Background: an optimization exercise with open tools, aiming at small area. Do not read the settings as production practice.
In this exercise RTL edits were held to simulation tests only and were not proved equivalent to the original.
No activity file was given, so power comes from the tool's default toggle rates.

## wrapper
module wrapper(
  input sck,
  input ws,
  input rst,
  input start,
  input S_AXIS_tready,
  input [7:0]sd,
  output   [7:0] flag_mux_to_adc_debug,
  output   [7:0] flag_adc_to_mux_debug,
  output [127:0] S_AXIS_tdata,
  output         S_AXIS_tvalid,
  output         S_AXIS_tlast,
  output [255:0] data_debug
);
export LEC_CHECK = 0
export ABC_AREA = 1
export CAP_MARGIN = 20
export CORE_MARGIN = 2
export CORE_UTILIZATION = 40
export CTS_BUF_LIST = sky130_fd_sc_hd__clkbuf_4 sky130_fd_sc_hd__clkbuf_8
export SLEW_MARGIN = 20
create_clock -name core_clock -period 5.0 [get_ports {sck}]
standard.sh (not shown) runs the stock make flow with config.mk's settings and CLKGATE_MAP_FILE= SYNTH_SCRIPT=/design/flow/synth_recipe.tcl, a recipe that flattens the netlist after the stock synthesis.
==> flow/flow/run.sh <==
#!/bin/bash
# Standard layout with two changes: ports get the smallest buffer
# (buf_1) instead of the resizer's default pick, and clock tree synthesis
# inserts no dummy loads. Each tool's output goes to a log of its own here.
set -euo pipefail
export BUFFER_PORTS_ARGS="-buffer_cell sky130_fd_sc_hd__buf_1"
export CTS_ARGS="-sink_clustering_enable -repair_clock_nets -dont_use_dummy_load -buf_list {sky130_fd_sc_hd__clkbuf_4 sky130_fd_sc_hd__clkbuf_8}"
bash standard.sh > standard.log 2>&1
Rerun with:
==> flow/run.sh (new file) <==
#!/bin/bash
# synth_recipe.tcl (not shown) runs the flow's synth.tcl, then flattens the netlist and writes it again
# the make line also repeats each setting of config.mk as NAME=value (left out here)
make -C /OpenROAD-flow-scripts/flow DESIGN_CONFIG=/design/flow/config.mk WORK_HOME=/design/flow/orfs CLKGATE_MAP_FILE= SYNTH_SCRIPT=/design/flow/synth_recipe.tcl finish
- CTS_BUF_LIST: sky130_fd_sc_hd__clkbuf_4 sky130_fd_sc_hd__clkbuf_8 -> unset
removed: flow/flow/run.sh
removed: flow/standard.sh
After rerunning:
- hold slack improves by 130 ps
- cell area goes up by 11%
- routed wire length goes up by 4.9%
- critical path depth goes down by 6
- setup slack degrades by 83 ps
- utilization goes up by 5.0 points
- non-clock buffer count goes up by 1
- via count goes down by 0.92%
- register-to-register slack degrades by 50 ps
- total power goes up by 12%
- clock-buffer cell count goes down by 12
Rerun with:
- ABC_AREA: 1 -> unset
=>
- die area came out lower by a few percent
- sequential power fell by a few percent
- core utilization rose by 1.8 points
- final area falls by a few percent
- flip-flop and latch count does not change
- hold slack got worse by 11 ps
- maximum frequency decreases by a little under a tenth
- worst setup slack loses 250 ps
Rerun with:
==> flow/flow/run.sh (new file) <==
#!/bin/bash
# Standard layout with these changes: ports get the smallest buffer
# (buf_1), clock tree synthesis uses larger sink clusters and no dummy
# loads and no dummy loads.
# Each tool's output goes to a log of its own here.
set -euo pipefail
export BUFFER_PORTS_ARGS="-buffer_cell sky130_fd_sc_hd__buf_1"
export CTS_ARGS="-sink_clustering_enable -repair_clock_nets -dont_use_dummy_load -sink_clustering_size 20 -sink_clustering_max_diameter 60 -buf_list {sky130_fd_sc_hd__clkbuf_4 sky130_fd_sc_hd__clkbuf_8}"
bash standard.sh > standard.log 2>&1
==> flow/standard.sh (new file) <==
#!/bin/bash
# synth_recipe.tcl (not shown) runs the flow's synth.tcl, then flattens the netlist and writes it again
# the make line also repeats each setting of config.mk as NAME=value (left out here)
make -C /OpenROAD-flow-scripts/flow DESIGN_CONFIG=/design/flow/config.mk WORK_HOME=/design/flow/orfs CLKGATE_MAP_FILE= SYNTH_SCRIPT=/design/flow/synth_recipe.tcl "${@:-finish}"
removed: flow/run.sh
Outcome:
- The new run completed without violations
- design area went down by roughly a tenth
- utilization went down by 6.9 points
- worst hold slack loses 33 ps
- worst setup slack gains 150 ps
- via count went down by a few percent
- synthesized area does not change
- count of clock-buffer cells in the layout went down by 39
- power went down by about a fifth
- sequential power hardly moves
- sequential share of layout area went up by 8.5 points
- wire length went down by a few percent

Setup of run 1:
wrapper, a different RTL version from the one above (not shown whole).
For scale: roughly 1100 cells after synthesis, ~490 flip-flops, ~420 I/O pins, about 0.018 mm2 of cells after synthesis.
clock: 5.0 ns
lec_check: 0
cap_margin: 20
core_margin: 2
core_utilization: 40
slew_margin: 20
==> flow/flow/run.sh <==
#!/bin/bash
# The standard layout (standard.sh) with these changes:
#  - synthesis maps logic with an area-oriented ABC script (flow/synth.tcl);
#    flip-flops are mapped exactly as in the standard synthesis
#  - every port gets the smallest buffer, buf_1
#  - clock tree synthesis: larger sink clusters, clkbuf_4/clkbuf_8, no
#    dummy loads
#  - constant outputs share one tie cell (no tie fanout repair)
# Each tool's output goes to a log of its own in this folder.
set -euo pipefail
here=$(pwd)
export FLOW_ABC_SCRIPT=$here/flow/abc_area.script
export BUFFER_PORTS_ARGS="-buffer_cell sky130_fd_sc_hd__buf_1"
export CTS_ARGS="-sink_clustering_enable -repair_clock_nets -dont_use_dummy_load -sink_clustering_size 20 -sink_clustering_max_diameter 60 -buf_list {sky130_fd_sc_hd__clkbuf_4 sky130_fd_sc_hd__clkbuf_8}"
export SKIP_REPAIR_TIE_FANOUT=1
sed "s#SYNTH_SCRIPT=[^ ]*#SYNTH_SCRIPT=$here/flow/synth.tcl#" standard.sh > flow_standard.sh
grep -q "SYNTH_SCRIPT=$here/flow/synth.tcl" flow_standard.sh
bash flow_standard.sh > standard.log 2>&1
==> flow/flow/abc_area.script <==
strash
dch -f
amap -m -F 4 -A 8
topo
strash
dch -f
amap -m -F 4 -A 8
topo
==> flow/flow/synth.tcl <==
# The standard flow's synthesis script (synth_recipe.tcl) with one change: ABC maps the
# logic with an area-oriented script (flow/abc_area.script) instead of
# ORFS's speed script. Flip-flops are mapped before ABC runs, so the
# registers, their names and cell types are those of the standard synthesis.
proc synth {args} { yosys synth -nofsm -noshare {*}$args }
proc abc {args} {
  set i [lsearch -exact $args -script]
  if { $i >= 0 } {
    lset args [expr {$i + 1}] $::env(FLOW_ABC_SCRIPT)
  }
  yosys abc {*}$args
}
source $::env(SCRIPTS_DIR)/synth.tcl
# left out here: clear keep_hierarchy, flatten, clean up, hide names made inside functions, write 1_2_yosys.v
Setup changes, run 1 to run 2
Settings: PLACE_DENSITY now 0.7, previously not set; CORE_UTILIZATION now 55, was 40.
-- flow/flow/run.sh --
<<< run 1, line 13
export BUFFER_PORTS_ARGS="-buffer_cell sky130_fd_sc_hd__buf_1"
export CTS_ARGS="-sink_clustering_enable -repair_clock_nets -dont_use_dummy_load -sink_clustering_size 20 -sink_clustering_max_diameter 60 -buf_list {sky130_fd_sc_hd__clkbuf_4 sky130_fd_sc_hd__clkbuf_8}"
export SKIP_REPAIR_TIE_FANOUT=1
>>> run 2, line 13
export BUFFER_PORTS_ARGS="-buffer_cell sky130_fd_sc_hd__buf_1"
export CTS_ARGS="-sink_clustering_enable -repair_clock_nets -dont_use_dummy_load -sink_clustering_size 24 -sink_clustering_max_diameter 50 -buf_list {sky130_fd_sc_hd__clkbuf_8 sky130_fd_sc_hd__clkbuf_16}"
export SKIP_REPAIR_TIE_FANOUT=1
### Flow results
- Wire length was higher in run 1 than in run 2.
- Against run 1, run 2 comes in 0.30% higher on non-clock buffer count.
- Worst hold slack in run 2 vs run 1: up 0.038 ns
- Row area growth from synthesis to layout: run 2 higher / run 1 lower
- Clock transition at the registers of the reported paths in run 2 is 0.03 ns lower than in run 1
- The post-route clock period utilization of run 2 exceeds that of run 1 by 4.3 points.
- Total power consumption of the routed design went up by a few percent going from run 1 to run 2.
- Layout filler cell count delta for run 2 relative to run 1: 39% lower
- Sequential share of layout area: run 2 < run 1
diff inputs: run 2 => run 3
Settings: CORE_UTILIZATION now 40, was 55; PLACE_DENSITY no longer set, was 0.7.
-- flow/flow/run.sh --
<<< run 2, line 13
export BUFFER_PORTS_ARGS="-buffer_cell sky130_fd_sc_hd__buf_1"
export CTS_ARGS="-sink_clustering_enable -repair_clock_nets -dont_use_dummy_load -sink_clustering_size 24 -sink_clustering_max_diameter 50 -buf_list {sky130_fd_sc_hd__clkbuf_8 sky130_fd_sc_hd__clkbuf_16}"
export SKIP_REPAIR_TIE_FANOUT=1
>>> run 3, line 13
export BUFFER_PORTS_ARGS="-buffer_cell sky130_fd_sc_hd__buf_1"
export CTS_ARGS="-sink_clustering_enable -repair_clock_nets -dont_use_dummy_load -sink_clustering_size 12 -sink_clustering_max_diameter 35 -buf_list {sky130_fd_sc_hd__clkbuf_4 sky130_fd_sc_hd__clkbuf_8}"
export SKIP_REPAIR_TIE_FANOUT=1
Going from run 2 to run 3, number of H-tree levels now sits higher, average wire per cell in the routed design -about 5%, half-perimeter wire length after placement went up, worst setup margin grew by 0.21 ns, power per cell area dropped 6.3 mW/mm2.
Run 3 against run 2: global-route usage now smaller, logic depth of the worst path, buffers included rose by 1.
The following lists how run 4 was set up differently from run 3:
Settings: swapping 20 for 5 in SLEW_MARGIN; swapping 20 for 5 in CAP_MARGIN.
-- flow/flow/run.sh --
<<< run 3, line 13
export BUFFER_PORTS_ARGS="-buffer_cell sky130_fd_sc_hd__buf_1"
export CTS_ARGS="-sink_clustering_enable -repair_clock_nets -dont_use_dummy_load -sink_clustering_size 12 -sink_clustering_max_diameter 35 -buf_list {sky130_fd_sc_hd__clkbuf_4 sky130_fd_sc_hd__clkbuf_8}"
export SKIP_REPAIR_TIE_FANOUT=1
>>> run 4, line 13
export BUFFER_PORTS_ARGS="-buffer_cell sky130_fd_sc_hd__buf_1"
export CTS_ARGS="-sink_clustering_enable -repair_clock_nets -dont_use_dummy_load -sink_clustering_size 20 -sink_clustering_max_diameter 60 -buf_list {sky130_fd_sc_hd__clkbuf_4 sky130_fd_sc_hd__clkbuf_8}"
export SKIP_REPAIR_TIE_FANOUT=1
--- outcome ---
- On data arrival time of the critical path, run 3 and run 4 are basically level.
- Number of buffers inserted during clock tree synthesis ends up higher on run 3.
- Looking at total iterations of the first detailed-routing run, run 4 sits 1 above run 3.
- The lower highest attainable clock frequency of run 3 and run 4 is in run 4.
- The power consumed by sequential cells was comparable across run 3 and run 4.

port drivers added, routing unchanged:
In the flow no input, the clock included, has a driving cell. The finished layouts below were timed again as built, in two steps. Step 1 sets driving cells, clkbuf_16 on the clock port and buf_2 on the other inputs (assumed; they add their load-dependent delay and slew). Step 2 also shifts input and output timing later by t, the mid clock arrival at the registers, as if the neighbouring blocks saw the same clock. Slacks: ideal / step 1 / step 2; pairs: ideal / step 1.
| run | shift t [ns] | setup WS [ns] | latest minus earliest clock arrival (ns) | worst register clock-pin slew, ns |
|---|---|---|---|---|
| the first run of note 1 | 0.662 | 2.399 / 2.399 / 2.305 | 0.065 / 0.066 | 0.06 / 0.06 |
| the second run of note 1 | 0.647 | 2.316 / 2.255 / 2.347 | 0.019 / 0.019 | 0.06 / 0.06 |
| the third run of note 1 | 0.630 | 2.061 / 2.061 / 1.750 | 0.028 / 0.028 | 0.06 / 0.06 |
| the fourth run of note 1 | 0.632 | 2.208 / 2.208 / 2.158 | 0.090 / 0.090 | 0.12 / 0.12 |
| run 1 | 0.621 | 1.906 / 1.860 / 1.885 | 0.095 / 0.095 | 0.12 / 0.12 |
| run 2 | 0.551 | 1.688 / 1.639 / 1.918 | 0.043 / 0.044 | 0.09 / 0.09 |
| run 3 | 0.631 | 1.898 / 1.854 / 1.861 | 0.089 / 0.089 | 0.08 / 0.08 |
| run 4 | 0.617 | 1.886 / 1.841 / 1.897 | 0.095 / 0.095 | 0.12 / 0.12 |
After both steps every run listed still meets setup and hold. For the third run of note 1, which loses most, drivers alone change the setup slack by 0.000 ns; drivers and shift together by -0.311 ns.
